From an optimization exercise on the open Yosys and OpenROAD flow, aimed at small area; shortcuts taken in it are not production practice.
Only simulation tests tie the RTL to the original design; equivalence was not proved.
No activity file was given, so power comes from the tool's default toggle rates.

File: design/flow/design.v
module spdif_decoder (
    input clk_in,
    input reset,             
    input rx_in,
    output i2s_bck,
    output i2s_ws,
    output i2s_d0,
    output init_st);         
  localparam [3:0] INIT_ST = 4'd7;
  localparam [3:0] SEARCH_ST = 4'd5;
  localparam [3:0] S0_ST = 4'd12;
  localparam [3:0] B_ST = 4'd13;
  localparam [3:0] B1_ST = 4'd1;
  localparam [3:0] W_ST = 4'd0;
  localparam [3:0] W1_ST = 4'd3;
  localparam [3:0] M_ST = 4'd10;
  localparam [3:0] M1_ST = 4'd2;
  localparam [3:0] X2L_ST = 4'd9;
  localparam [3:0] W2_ST = 4'd8;
  localparam [3:0] F10_ST = 4'd6;
  localparam [3:0] F11_ST = 4'd4;
  localparam [3:0] F0_ST = 4'd14;
  reg [3:0] st;
  wire init = (st == INIT_ST);
  assign init_st = init;
  reg [2:0] corr;
  always @(posedge clk_in)
    corr <= {corr[1:0] & {2{!init}}, rx_in};
  wire rxedge = corr[2] ^ corr[1];
  wire rxup   = rxedge & corr[1];
  wire rxdown = rxedge & !corr[1];
  reg [7:0] bckcnt;
  reg [7:0] bitlen;
  reg bitedge;
  reg diffnz;
  reg bck_reg;
  reg phase;
  wire bck_hi = ((bckcnt >= 8'd18) & (bckcnt <= 8'd34)) |
                ((bckcnt >= 8'd52) & (bckcnt <= 8'd68)) |
                ((bckcnt >= 8'd86) & (bckcnt <= 8'd102));
  wire flip = ((bckcnt >= 8'd43) & (bckcnt <= 8'd58) & diffnz) |
              ((bckcnt >= 8'd77) & (bckcnt <= 8'd92));
  always @(posedge clk_in, posedge reset)
    if (reset)
      bck_reg <= 1'b0;
    else if (init)
      bck_reg <= 1'b1;
    else if (!rxedge)
      bck_reg <= bck_hi ^ !phase;
  assign i2s_bck = bck_reg;
  always @(posedge clk_in)
    if (init) begin
      bckcnt  <= 8'h01;
      bitedge <= 1'b0;
      bitlen  <= 8'h00;
      diffnz  <= 1'b0;
      phase   <= 1'b0;
    end else begin
      bitedge <= rxedge;
      bitlen  <= bitedge ? 8'h00 : bitlen + 8'h01;
      if (rxup) begin
        bckcnt <= 8'h00;
        diffnz <= 1'b0;
        if (flip) phase <= !phase;
      end else if (rxdown) begin
        diffnz <= (bckcnt != 8'h00);
      end else begin
        bckcnt <= bckcnt + 8'h01;
      end
    end
  wire le20 = bitlen <= 8'd20;
  wire le38 = bitlen <= 8'd38;
  wire lt42 = bitlen <  8'd42;
  wire gt42 = bitlen >  8'd42;
  reg [3:0] st_next;
  always @* begin
    st_next = st;
    case (st)
      INIT_ST:   st_next = SEARCH_ST;
      SEARCH_ST: if (bitedge & gt42) st_next = S0_ST;
      S0_ST:     if (bitedge) st_next = le20 ? B_ST : le38 ? W_ST : gt42 ? M_ST : SEARCH_ST;
      B_ST:      if (bitedge & le20) st_next = B1_ST;
      B1_ST:     if (bitedge & !lt42) st_next = X2L_ST;
      W_ST:      if (bitedge & le20) st_next = W1_ST;
      W1_ST:     if (bitedge & !le20 & lt42) st_next = W2_ST;
      M_ST:      if (bitedge & le20) st_next = M1_ST;
      M1_ST:     if (bitedge & le20) st_next = X2L_ST;
      X2L_ST, W2_ST: if (bitedge) st_next = le20 ? F10_ST : F0_ST;
      F10_ST:    if (bitedge & le20) st_next = F11_ST;
      F11_ST, F0_ST: if (bitedge) begin
                   if (le20) st_next = F10_ST;
                   else if (lt42) st_next = F0_ST;
                   else if (gt42) st_next = S0_ST;
                 end
      default:   st_next = SEARCH_ST;
    endcase
  end
  wire data_st   = (st == F11_ST) | (st == F0_ST);
  wire sync2_st  = (st == X2L_ST) | (st == W2_ST);
  wire w2_st     = (st == W2_ST);
  wire search_st = (st == SEARCH_ST);
  wire newbit    = (st == F11_ST);
  reg [4:0] idx;
  reg ws_reg, d0_reg;
  reg [23:0] bufL, bufR;
  wire in24 = idx < 5'd24;
  wire shift = data_st & bitedge & in24;
  always @(posedge clk_in, posedge reset)
    if (reset) begin
      st     <= INIT_ST;
      ws_reg <= 1'b0;
      d0_reg <= 1'b0;
    end else begin
      st <= st_next;
      if (sync2_st) ws_reg <= w2_st;
      else if (init | search_st) ws_reg <= 1'b0;
      if (init) d0_reg <= 1'b0;
      else if (data_st & in24) d0_reg <= ws_reg ? bufL[idx] : bufR[idx];
    end
  assign i2s_ws = ws_reg;
  assign i2s_d0 = d0_reg;
  always @(posedge clk_in) begin
    if (init) begin
      bufL <= 24'h0;
      bufR <= 24'h0;
    end else begin
      if (shift & !ws_reg) bufL <= {bufL[22:0], newbit};
      if (shift & ws_reg)  bufR <= {bufR[22:0], newbit};
    end
    if (sync2_st) idx <= 5'd0;
    else if (data_st & bitedge) idx <= idx + 5'd1;
  end
endmodule
module timer_simple (
    input clk_in,
    input reset,             
    input [15:0] cnt,
    output reg done);
   wire hit = &{cnt[15:14], cnt[11:6], cnt[5], !cnt[4], cnt[3:2]};
   always @(posedge clk_in, posedge reset)
     if (reset)    done <= 1'b0;
     else if (hit) done <= 1'b1;
endmodule
module amp_state_control (
    input clk_in,
    input reset,             
    input nerror_in,
    output nmute_out,
    output i2c_active,
    output [7:0] i2c_tick);
  wire [15:0] cnt;
  wire done;
  reg muted;
  clk_div div (.clk_in(clk_in), .reset(reset), .cnt(cnt));
  timer_simple tim (.clk_in(clk_in), .reset(reset), .cnt(cnt), .done(done));
  always @(posedge clk_in, posedge reset)
    if (reset) muted <= 1'b0;
    else if (done & !nerror_in) muted <= 1'b1;
  assign nmute_out = done & !muted;
  assign i2c_active = cnt[15] & !cnt[14] & !done;
  assign i2c_tick = cnt[13:6];
endmodule
module clk_div (
    input clk_in,
    input reset,             
    output [15:0] cnt);
   reg [9:0] hi;
   reg [5:0] lo;
   wire lo_z = (lo[4:0] == 5'b00000);
   wire wrap = lo[5] & lo_z;
   always @(posedge clk_in, posedge reset)
     if (reset) begin
       hi <= 10'h0bf;
       lo <= 6'b100100;
     end else begin
       lo <= {lo[4:0], lo[5] ^ lo[4] ^ lo_z};
       if (wrap) hi <= hi + 10'h001;
     end
   assign cnt = {hi, lo};
endmodule
module amp_i2c_master (
    input [7:0] tick_idx,
    input active,
    output sda,
    output scl);
   reg [1:0] lines;
   always @*
     case (tick_idx)
       8'd0: lines = 2'b11;
       8'd1: lines = 2'b11;
       8'd2: lines = 2'b01;
       8'd3: lines = 2'b00;
       8'd4: lines = 2'b00;
       8'd5: lines = 2'b01;
       8'd6: lines = 2'b01;
       8'd7: lines = 2'b00;
       8'd8: lines = 2'b10;
       8'd9: lines = 2'b11;
       8'd10: lines = 2'b11;
       8'd11: lines = 2'b10;
       8'd12: lines = 2'b00;
       8'd13: lines = 2'b01;
       8'd14: lines = 2'b01;
       8'd15: lines = 2'b00;
       8'd16: lines = 2'b00;
       8'd17: lines = 2'b01;
       8'd18: lines = 2'b01;
       8'd19: lines = 2'b00;
       8'd20: lines = 2'b00;
       8'd21: lines = 2'b01;
       8'd22: lines = 2'b01;
       8'd23: lines = 2'b00;
       8'd24: lines = 2'b00;
       8'd25: lines = 2'b01;
       8'd26: lines = 2'b01;
       8'd27: lines = 2'b00;
       8'd28: lines = 2'b00;
       8'd29: lines = 2'b01;
       8'd30: lines = 2'b01;
       8'd31: lines = 2'b00;
       8'd32: lines = 2'b00;
       8'd33: lines = 2'b01;
       8'd34: lines = 2'b01;
       8'd35: lines = 2'b10;
       8'd36: lines = 2'b10;
       8'd37: lines = 2'b11;
       8'd38: lines = 2'b11;
       8'd39: lines = 2'b10;
       8'd40: lines = 2'b00;
       8'd41: lines = 2'b00;
       8'd42: lines = 2'b01;
       8'd43: lines = 2'b01;
       8'd44: lines = 2'b00;
       8'd45: lines = 2'b10;
       8'd46: lines = 2'b11;
       8'd47: lines = 2'b11;
       8'd48: lines = 2'b10;
       8'd49: lines = 2'b00;
       8'd50: lines = 2'b01;
       8'd51: lines = 2'b01;
       8'd52: lines = 2'b00;
       8'd53: lines = 2'b00;
       8'd54: lines = 2'b01;
       8'd55: lines = 2'b01;
       8'd56: lines = 2'b00;
       8'd57: lines = 2'b00;
       8'd58: lines = 2'b01;
       8'd59: lines = 2'b01;
       8'd60: lines = 2'b00;
       8'd61: lines = 2'b00;
       8'd62: lines = 2'b01;
       8'd63: lines = 2'b01;
       8'd64: lines = 2'b00;
       8'd65: lines = 2'b00;
       8'd66: lines = 2'b01;
       8'd67: lines = 2'b01;
       8'd68: lines = 2'b00;
       8'd69: lines = 2'b00;
       8'd70: lines = 2'b01;
       8'd71: lines = 2'b01;
       8'd72: lines = 2'b00;
       8'd73: lines = 2'b00;
       8'd74: lines = 2'b11;
       8'd75: lines = 2'b11;
       8'd76: lines = 2'b10;
       8'd77: lines = 2'b00;
       8'd78: lines = 2'b00;
       8'd79: lines = 2'b01;
       8'd80: lines = 2'b01;
       8'd81: lines = 2'b00;
       8'd82: lines = 2'b00;
       8'd83: lines = 2'b01;
       8'd84: lines = 2'b01;
       8'd85: lines = 2'b00;
       8'd86: lines = 2'b00;
       8'd87: lines = 2'b01;
       8'd88: lines = 2'b01;
       8'd89: lines = 2'b00;
       8'd90: lines = 2'b10;
       8'd91: lines = 2'b11;
       8'd92: lines = 2'b11;
       8'd93: lines = 2'b10;
       8'd94: lines = 2'b10;
       8'd95: lines = 2'b11;
       8'd96: lines = 2'b11;
       8'd97: lines = 2'b10;
       8'd98: lines = 2'b00;
       8'd99: lines = 2'b01;
       8'd100: lines = 2'b01;
       8'd101: lines = 2'b00;
       8'd102: lines = 2'b00;
       8'd103: lines = 2'b01;
       8'd104: lines = 2'b01;
       8'd105: lines = 2'b00;
       8'd106: lines = 2'b00;
       8'd107: lines = 2'b01;
       8'd108: lines = 2'b01;
       8'd109: lines = 2'b00;
       8'd110: lines = 2'b00;
       8'd111: lines = 2'b11;
       8'd112: lines = 2'b11;
       8'd113: lines = 2'b10;
       8'd114: lines = 2'b01;
       8'd115: lines = 2'b01;
       8'd116: lines = 2'b01;
       8'd117: lines = 2'b01;
       8'd118: lines = 2'b01;
       8'd119: lines = 2'b01;
       8'd120: lines = 2'b01;
       8'd121: lines = 2'b01;
       8'd122: lines = 2'b01;
       8'd123: lines = 2'b01;
       8'd124: lines = 2'b01;
       8'd125: lines = 2'b01;
       8'd126: lines = 2'b01;
       8'd127: lines = 2'b01;
       8'd128: lines = 2'b11;
       8'd129: lines = 2'b11;
       8'd130: lines = 2'b01;
       8'd131: lines = 2'b00;
       8'd132: lines = 2'b00;
       8'd133: lines = 2'b01;
       8'd134: lines = 2'b01;
       8'd135: lines = 2'b00;
       8'd136: lines = 2'b10;
       8'd137: lines = 2'b11;
       8'd138: lines = 2'b11;
       8'd139: lines = 2'b10;
       8'd140: lines = 2'b00;
       8'd141: lines = 2'b01;
       8'd142: lines = 2'b01;
       8'd143: lines = 2'b00;
       8'd144: lines = 2'b00;
       8'd145: lines = 2'b01;
       8'd146: lines = 2'b01;
       8'd147: lines = 2'b00;
       8'd148: lines = 2'b00;
       8'd149: lines = 2'b01;
       8'd150: lines = 2'b01;
       8'd151: lines = 2'b00;
       8'd152: lines = 2'b00;
       8'd153: lines = 2'b01;
       8'd154: lines = 2'b01;
       8'd155: lines = 2'b00;
       8'd156: lines = 2'b00;
       8'd157: lines = 2'b01;
       8'd158: lines = 2'b01;
       8'd159: lines = 2'b00;
       8'd160: lines = 2'b00;
       8'd161: lines = 2'b01;
       8'd162: lines = 2'b01;
       8'd163: lines = 2'b10;
       8'd164: lines = 2'b10;
       8'd165: lines = 2'b11;
       8'd166: lines = 2'b11;
       8'd167: lines = 2'b10;
       8'd168: lines = 2'b00;
       8'd169: lines = 2'b00;
       8'd170: lines = 2'b01;
       8'd171: lines = 2'b01;
       8'd172: lines = 2'b00;
       8'd173: lines = 2'b00;
       8'd174: lines = 2'b01;
       8'd175: lines = 2'b01;
       8'd176: lines = 2'b00;
       8'd177: lines = 2'b10;
       8'd178: lines = 2'b11;
       8'd179: lines = 2'b11;
       8'd180: lines = 2'b10;
       8'd181: lines = 2'b10;
       8'd182: lines = 2'b11;
       8'd183: lines = 2'b11;
       8'd184: lines = 2'b10;
       8'd185: lines = 2'b00;
       8'd186: lines = 2'b01;
       8'd187: lines = 2'b01;
       8'd188: lines = 2'b00;
       8'd189: lines = 2'b10;
       8'd190: lines = 2'b11;
       8'd191: lines = 2'b11;
       8'd192: lines = 2'b10;
       8'd193: lines = 2'b00;
       8'd194: lines = 2'b01;
       8'd195: lines = 2'b01;
       8'd196: lines = 2'b00;
       8'd197: lines = 2'b10;
       8'd198: lines = 2'b11;
       8'd199: lines = 2'b11;
       8'd200: lines = 2'b10;
       8'd201: lines = 2'b00;
       8'd202: lines = 2'b11;
       8'd203: lines = 2'b11;
       8'd204: lines = 2'b10;
       8'd205: lines = 2'b00;
       8'd206: lines = 2'b00;
       8'd207: lines = 2'b01;
       8'd208: lines = 2'b01;
       8'd209: lines = 2'b00;
       8'd210: lines = 2'b00;
       8'd211: lines = 2'b01;
       8'd212: lines = 2'b01;
       8'd213: lines = 2'b00;
       8'd214: lines = 2'b00;
       8'd215: lines = 2'b01;
       8'd216: lines = 2'b01;
       8'd217: lines = 2'b00;
       8'd218: lines = 2'b00;
       8'd219: lines = 2'b01;
       8'd220: lines = 2'b01;
       8'd221: lines = 2'b00;
       8'd222: lines = 2'b10;
       8'd223: lines = 2'b11;
       8'd224: lines = 2'b11;
       8'd225: lines = 2'b10;
       8'd226: lines = 2'b00;
       8'd227: lines = 2'b01;
       8'd228: lines = 2'b01;
       8'd229: lines = 2'b00;
       8'd230: lines = 2'b00;
       8'd231: lines = 2'b01;
       8'd232: lines = 2'b01;
       8'd233: lines = 2'b00;
       8'd234: lines = 2'b00;
       8'd235: lines = 2'b01;
       8'd236: lines = 2'b01;
       8'd237: lines = 2'b00;
       8'd238: lines = 2'b00;
       8'd239: lines = 2'b11;
       8'd240: lines = 2'b11;
       8'd241: lines = 2'b10;
       8'd242: lines = 2'b01;
       8'd243: lines = 2'b01;
       8'd244: lines = 2'b01;
       8'd245: lines = 2'b01;
       8'd246: lines = 2'b01;
       8'd247: lines = 2'b01;
       8'd248: lines = 2'b01;
       8'd249: lines = 2'b01;
       8'd250: lines = 2'b01;
       8'd251: lines = 2'b01;
       8'd252: lines = 2'b01;
       8'd253: lines = 2'b01;
       8'd254: lines = 2'b01;
       8'd255: lines = 2'b01;
       default: lines = 2'b11;
     endcase
   assign sda = !active | lines[1];
   assign scl = !active | lines[0];
endmodule
module amp_frontend (
    input reset,
    input wire clk,
    input rx_in,
    input nerror_in,
    output i2s_bck,
    output i2s_ws,
    output i2s_d0,
    output i2c_sda,
    output i2c_scl,
    output nenable_out,
    output nmute_out);
    wire init_st;
    wire i2c_active;
    wire [7:0] i2c_tick;
    spdif_decoder spdif (
      .clk_in(clk),
      .reset(reset),
      .rx_in(rx_in),
      .i2s_bck(i2s_bck),
      .i2s_ws(i2s_ws),
      .i2s_d0(i2s_d0),
      .init_st(init_st));
    assign nenable_out = init_st;
    amp_state_control ctrl (
      .clk_in(clk),
      .reset(reset),
      .nerror_in(nerror_in),
      .nmute_out(nmute_out),
      .i2c_active(i2c_active),
      .i2c_tick(i2c_tick));
    amp_i2c_master i2c (
      .tick_idx(i2c_tick),
      .active(i2c_active),
      .sda(i2c_sda),
      .scl(i2c_scl));
endmodule
File: design/flow/flow/run.sh
#!/bin/bash
# The standard layout (standard.sh) with three changes:
#  - synthesis maps the logic with an area-oriented ABC recipe (area.abc,
#    best of a few seeds) and
#    leaves adders to ABC instead of mapping them to adder cells first;
#  - the clock tree is built without dummy load cells;
#  - ports get minimum-size buffers.
# make's output goes to standard.log; each tool's log is in orfs/logs.
set -euo pipefail
W=$PWD
export AREA_ABC_SCRIPT=$W/flow/area.abc
export FLOW_SYNTH_TCL=$W/synth_recipe.tcl
export AREA_ABC_DIR=$W/abc_runs
mkdir -p $AREA_ABC_DIR
export ADDER_MAP_FILE=
export CTS_ARGS="-sink_clustering_enable -repair_clock_nets -dont_use_dummy_load -buf_list {sky130_fd_sc_hd__clkbuf_4 sky130_fd_sc_hd__clkbuf_8}"
export BUFFER_PORTS_ARGS="-buffer_cell sky130_fd_sc_hd__buf_1"
sed "s#SYNTH_SCRIPT=[^ ]*#SYNTH_SCRIPT=$W/flow/area_synth.tcl#" standard.sh > area_standard.sh
grep -q "SYNTH_SCRIPT=$W/flow/area_synth.tcl" area_standard.sh
bash area_standard.sh > standard.log 2>&1
File: design/flow/flow/area.abc
strash
&get -n
&fraig -x
&put
scorr
dc2
strash
&get -n
&deepsyn -T 30 -S SEED
MAP
File: design/flow/flow/area_synth.tcl
# The standard flow's synthesis script (synth_recipe.tcl, which sources ORFS's synth.tcl)
# with one change: the ABC call uses the area-oriented recipe in area.abc
# instead of ORFS's speed script. The recipe's &deepsyn step is run with a
# few random seeds, each followed by two mappers (amap and &nf), and the
# mapping with the smallest cell area is kept.
# Registers are mapped before ABC runs, so they are the same as in the
# standard synthesis.
proc abc {args} {
  set i [lsearch $args -script]
  set lib [lindex $args [expr {[lsearch $args -liberty] + 1}]]
  set recipe [read [set f [open $::env(AREA_ABC_SCRIPT)]]][close $f]
  yosys design -save pre_abc
  set best_area ""
  set maps [dict create amap "&put\ndch -f\namap" nf "&dch -f\n&nf -R 1000\n&put"]
  foreach seed {1 3 7 11 13 17 19 23 29 31 37 41 43 47 53 59} {
   foreach m {amap nf} {
    yosys design -load pre_abc
    set script $::env(AREA_ABC_DIR)/area_seed${seed}_$m.abc
    set f [open $script w]
    puts -nonewline $f [string map [list SEED $seed MAP [subst -nocommands -novariables [dict get $maps $m]]] $recipe]
    close $f
    if {$i >= 0} { lset args [expr {$i + 1}] $script }
    yosys abc {*}$args
    yosys tee -q -o $::env(AREA_ABC_DIR)/area_seed${seed}_$m.stat stat -liberty $lib
    set f [open $::env(AREA_ABC_DIR)/area_seed${seed}_$m.stat]
    regexp {Chip area for module [^:]*:\s*([0-9.]+)} [read $f] -> area
    close $f
    puts "area-oriented ABC, seed $seed, $m: cell area $area"
    if {$best_area eq "" || $area < $best_area} {
      set best_area $area
      set best_seed "$seed, $m"
      yosys design -save best_abc
    }
   }
  }
  puts "area-oriented ABC: keeping seed $best_seed ($best_area)"
  yosys design -load best_abc
}
source $::env(FLOW_SYNTH_TCL)
File: design/flow/standard.sh
#!/bin/bash
# synth_recipe.tcl (not shown) runs the flow's synth.tcl, then flattens the netlist and writes it again
# the make line also repeats each setting of config.mk as NAME=value (left out here)
make -C /OpenROAD-flow-scripts/flow DESIGN_CONFIG=/design/flow/config.mk WORK_HOME=/design/flow/orfs CLKGATE_MAP_FILE= SYNTH_SCRIPT=/design/flow/synth_recipe.tcl "${@:-finish}"
File: design/flow/config.mk
export PLATFORM = sky130hd
export DESIGN_NAME = amp_frontend
export DESIGN_NICKNAME = amp_frontend
export VERILOG_FILES = /design/flow/design.v
export SDC_FILE = /design/flow/constraint.sdc
export NUM_CORES = 4
export LEC_CHECK = 0
export CAP_MARGIN = 20
export CORE_MARGIN = 2
export CORE_UTILIZATION = 40
export SLEW_MARGIN = 20
File: design/flow/constraint.sdc
create_clock -name core_clock -period 10.0 [get_ports {clk}]
set_input_delay 2.0000 -clock core_clock [delete_from_list [all_inputs] [get_ports {clk}]]
set_output_delay 2.0000 -clock core_clock [all_outputs]
set_load 0.01 [all_outputs]
==> run notes <==
synth warn=5; Slew Viols, Final=0; clock sinks=100; Yosys top cell by area=dfxtp_1; Logic pwr share=29.3%; CP top delay family=simple AND/OR/NAND/NOR gates; Initial Util=41.6%; path type of the worst min-delay path=flop to flop; fill cell count=984; Rows=36; global-route wire length before repair=15000 µm; DRT Pass-1 Iters=5; largest family of logic cells by synthesized area=compound AO/OA/AOI/OAI gates; worst r2r src=spdif.st[1]; Antenna Cells=0; slowest stage delay, CP=0.43 ns; mux share of post-synthesis cell area=0.552%; WS Path Type=flop to output port; Via density=5.77; vias in the first global route=3068; Gate Count Post-Synth=425; CTS tree=built; Post-CTS Resized=0; sequential power share=50.4%; NetSw=362 µW; compound-cell area share of the yosys netlist=25.2%; detailed placement HPWL=5660 µm; die width=105 µm; Final period util=42.4%; H-tree lvl count=3; grt ovf=0; clock buffer depth=2; nets=453; CP max stage cell=or3_1; FFs w/ async S/R, synth=25.0%; crit path max fanout=10; Startpoint Class=flop; final hold vios=0; crit path buf inv count=1; leakage power=1.63 nW; Routed WL=8610 µm; Net Sw Frac=36.2%; hold path startpoint=ctrl.div.lo[0]; top flop regs=spdif.bufL: 24 flops, spdif.bufR: 24 flops, ctrl.div.hi: 10 flops; post-synthesis simple-gate area fraction=18.6%; setup tns final=0 ns; area growth from synthesis to layout=8.58%; Commonest cells post-synth=dfxtp_1 (75), nor2_1 (48), a22o_1 (46); Seq/Total Area, Yosys=52.5%; PD cells=226 mW/mm²; CP Launch Point=ctrl.div.hi[3]; vias=3346; crit path DAT=2.24 ns; initial antenna violation count=0; Fmax=236 MHz; endpoints failing setup=0; share of the synthesized area in the top cell type=36.8%; Int Power=639 µW; Least-Margin Pin Slew=0.903 ns; clock latency (worst-skew pair)=0.36 ns; Synth Area in Adders=0%; I/O pin cnt=11; DRC Markers=0; 1st-iter DRT viols=229; power consumption=1.00 mW; post-route ant nets=0; DIE AREA=0.0110 mm²; hold-fix buffers at CTS=0; number of synthesized flops with an enable pin=0; Worst slew margin=39.8%; Inserted Clock Buffers=9; Worst Setup End Kind=output port; Placeable Area=0.00982 mm²; gr usage total=16.4%; Levels on crit path=8; Synth area leaders=dfxtp_1 (37%), a22o_1 (9.9%), dfrtp_1 (8.0%); Max Cap Viol=0; Post-Syn Area=0.00408 mm²; status=complete, no violations; largest net degree at the start of global routing=26; count leader, synth=dfxtp_1; syn_nets=429; Yosys cell types=41; crit path time final=4.24 ns; Reg2Reg Depth=7; average cell area after synthesis=9.60 µm²; VDD IR max=0.000153 V; Critical Path RT=8.00 ns; DR WL/cell=14.8 µm; Clock transition at path regs=0.09 ns; unrepaired setup endpoints after global routing=no; Final Skew=0.0247 ns; count of buffers from port buffering=10; Hold Path Stages=0; die height=105 µm; Final Wtd Congestion=0.930; leading register cell type out of synthesis=dfxtp_1; cells along the critical path=or3_1 -> o21ai_0 -> mux2_1 -> nand3_1 -> a21oi_1 -> a31oi_1 -> o211ai_1 -> buf_1; clock share of power=20.3%; root buffer cell=clkbuf_8; layout cell share with drive strength beyond 1=5.37%; Post-Synth XOR/XNOR Area=2.58%; Post-CTS Setup Inserts=0; Yosys reg bits=100
-- power by group through the flow --
stage / clock network, mW / logic (mW) / registers, mW
finish: 0.203 / 0.293 / 0.505
global route: 0.226 / 0.334 / 0.514
CTS: 0.208 / 0.294 / 0.504
detailed placement: 0 / 0.293 / 0.513
global placement: 0 / 0.290 / 0.512
floorplan: 0 / 0.217 / 0.500
-- path summary, 6_finish.rpt --
path,endpoint,slack (ns)
worst min-delay path,ctrl.div.lo[1],0.38
worst min register to register,ctrl.div.lo[1],0.38
worst max register to register,spdif.bufR[22],7.28
worst max-delay path,i2c_sda,5.76
max in group asynchronous,spdif.bck_reg,7.87
min in group asynchronous,ctrl.div.hi[8],1.70
-- cell usage in the layout, fill, tap and decap left out, drive strengths merged, types with 2 or more instances in the layout --
cell type  Yosys  final
dfxtp         75     75
nor2          48     48
a22o          46     46
o21ai         36     36
nand2         29     29
nor3          22     22
a21oi         18     18
o22ai         13     13
dfrtp         13     13
buf            0     13
dfstp         12     12
nor2b         10     10
nand2b         9      9
and2           9      9
clkbuf         0      9
nand3          8      8
and3           7      7
xnor2          7      7
a31oi          7      7
clkinv         6      6
o211ai         6      6
o221ai         5      5
xor2           5      5
nand4          4      4
nor3b          4      4
nor4           3      3
a211oi         3      3
o21bai         2      2
o31ai          2      2
a221oi         2      2
mux2           2      2
-- cell type report --
cell class | instances | area (µm²) | share of cell area (%)
clock buffers | 9 | 124 | 2.80
inverters | 6 | 22.5 | 0.508
multi-input cells | 319 | 1920 | 43.3
flip-flops and latches | 100 | 2140 | 48.3
well taps | 133 | 166 | 3.75
repair buffers | 13 | 60.1 | 1.36
-- worst reg2reg max path: stages (launching register included) --
cell      delay, ns
dfstp_2        0.63
nand2b_1       0.32
nand2_1        0.09
a21oi_1        0.23
and3_1         0.79
nor2_1         0.08
buf_4          0.25
a22o_1         0.21
-- cells by family (layout without fill, tap and decap cells) --
group / count (synthesis) / count (layout)
AND/OR/NAND/NOR: 157 / 157
AO/OA/AOI/OAI: 148 / 148
flip-flops: 100 / 100
XOR/XNOR: 12 / 12
buffers and inverters: 6 / 28
multiplexers: 2 / 2
-- metrics by stage --
step | std cells | utilization, % | instance area [µm²] | hold slack (ns) | worst slack [ns]
2_1_floorplan | 425 | - | 4080 | 0.354 | 6.35
3_3_place_gp | 571 | 43.9 | 4310 | 0.360 | 6.19
3_5_place_dp | 571 | 43.9 | 4310 | 0.369 | 6.15
4_1_cts | 580 | 45.1 | 4430 | 0.385 | 5.76
5_1_grt | 580 | 45.1 | 4430 | 0.394 | 5.55
6_report | 580 | 45.1 | 4430 | 0.379 | 5.76
-- metal layers --
layer	global-route usage (%)	vias to the layer above	wire (µm)
li1	-	1645	-
met2	25.1	71	3870
met4	4.57	0	65
met1	23.6	1621	4330
met3	3.31	9	340
met5	0	-	0

static timing again, ports no longer ideal:
No port has a modelled driver above. Below, the same layout with a new extraction and two added sets of constraints.
Step 1 assumes that a clkbuf_16 drives the clock port and a buf_2 every other input.
Step 2 moves the port delays by t, midway between the first and last clock arrival at a register: inputs arrive t later, outputs are due t later. That takes back most of the time a late clock gives input paths.
Three values: no drivers, after step 1, after step 2; two values: the first two.
t (ns): 0.376
setup slack, ns: 5.759 / 5.726 / 6.102
worst data-port slew with drivers (ns): 0.03
After both steps setup and hold are still met in this run. The setup slack of this run moves by -0.033 ns with the drivers and by +0.343 ns with both steps.
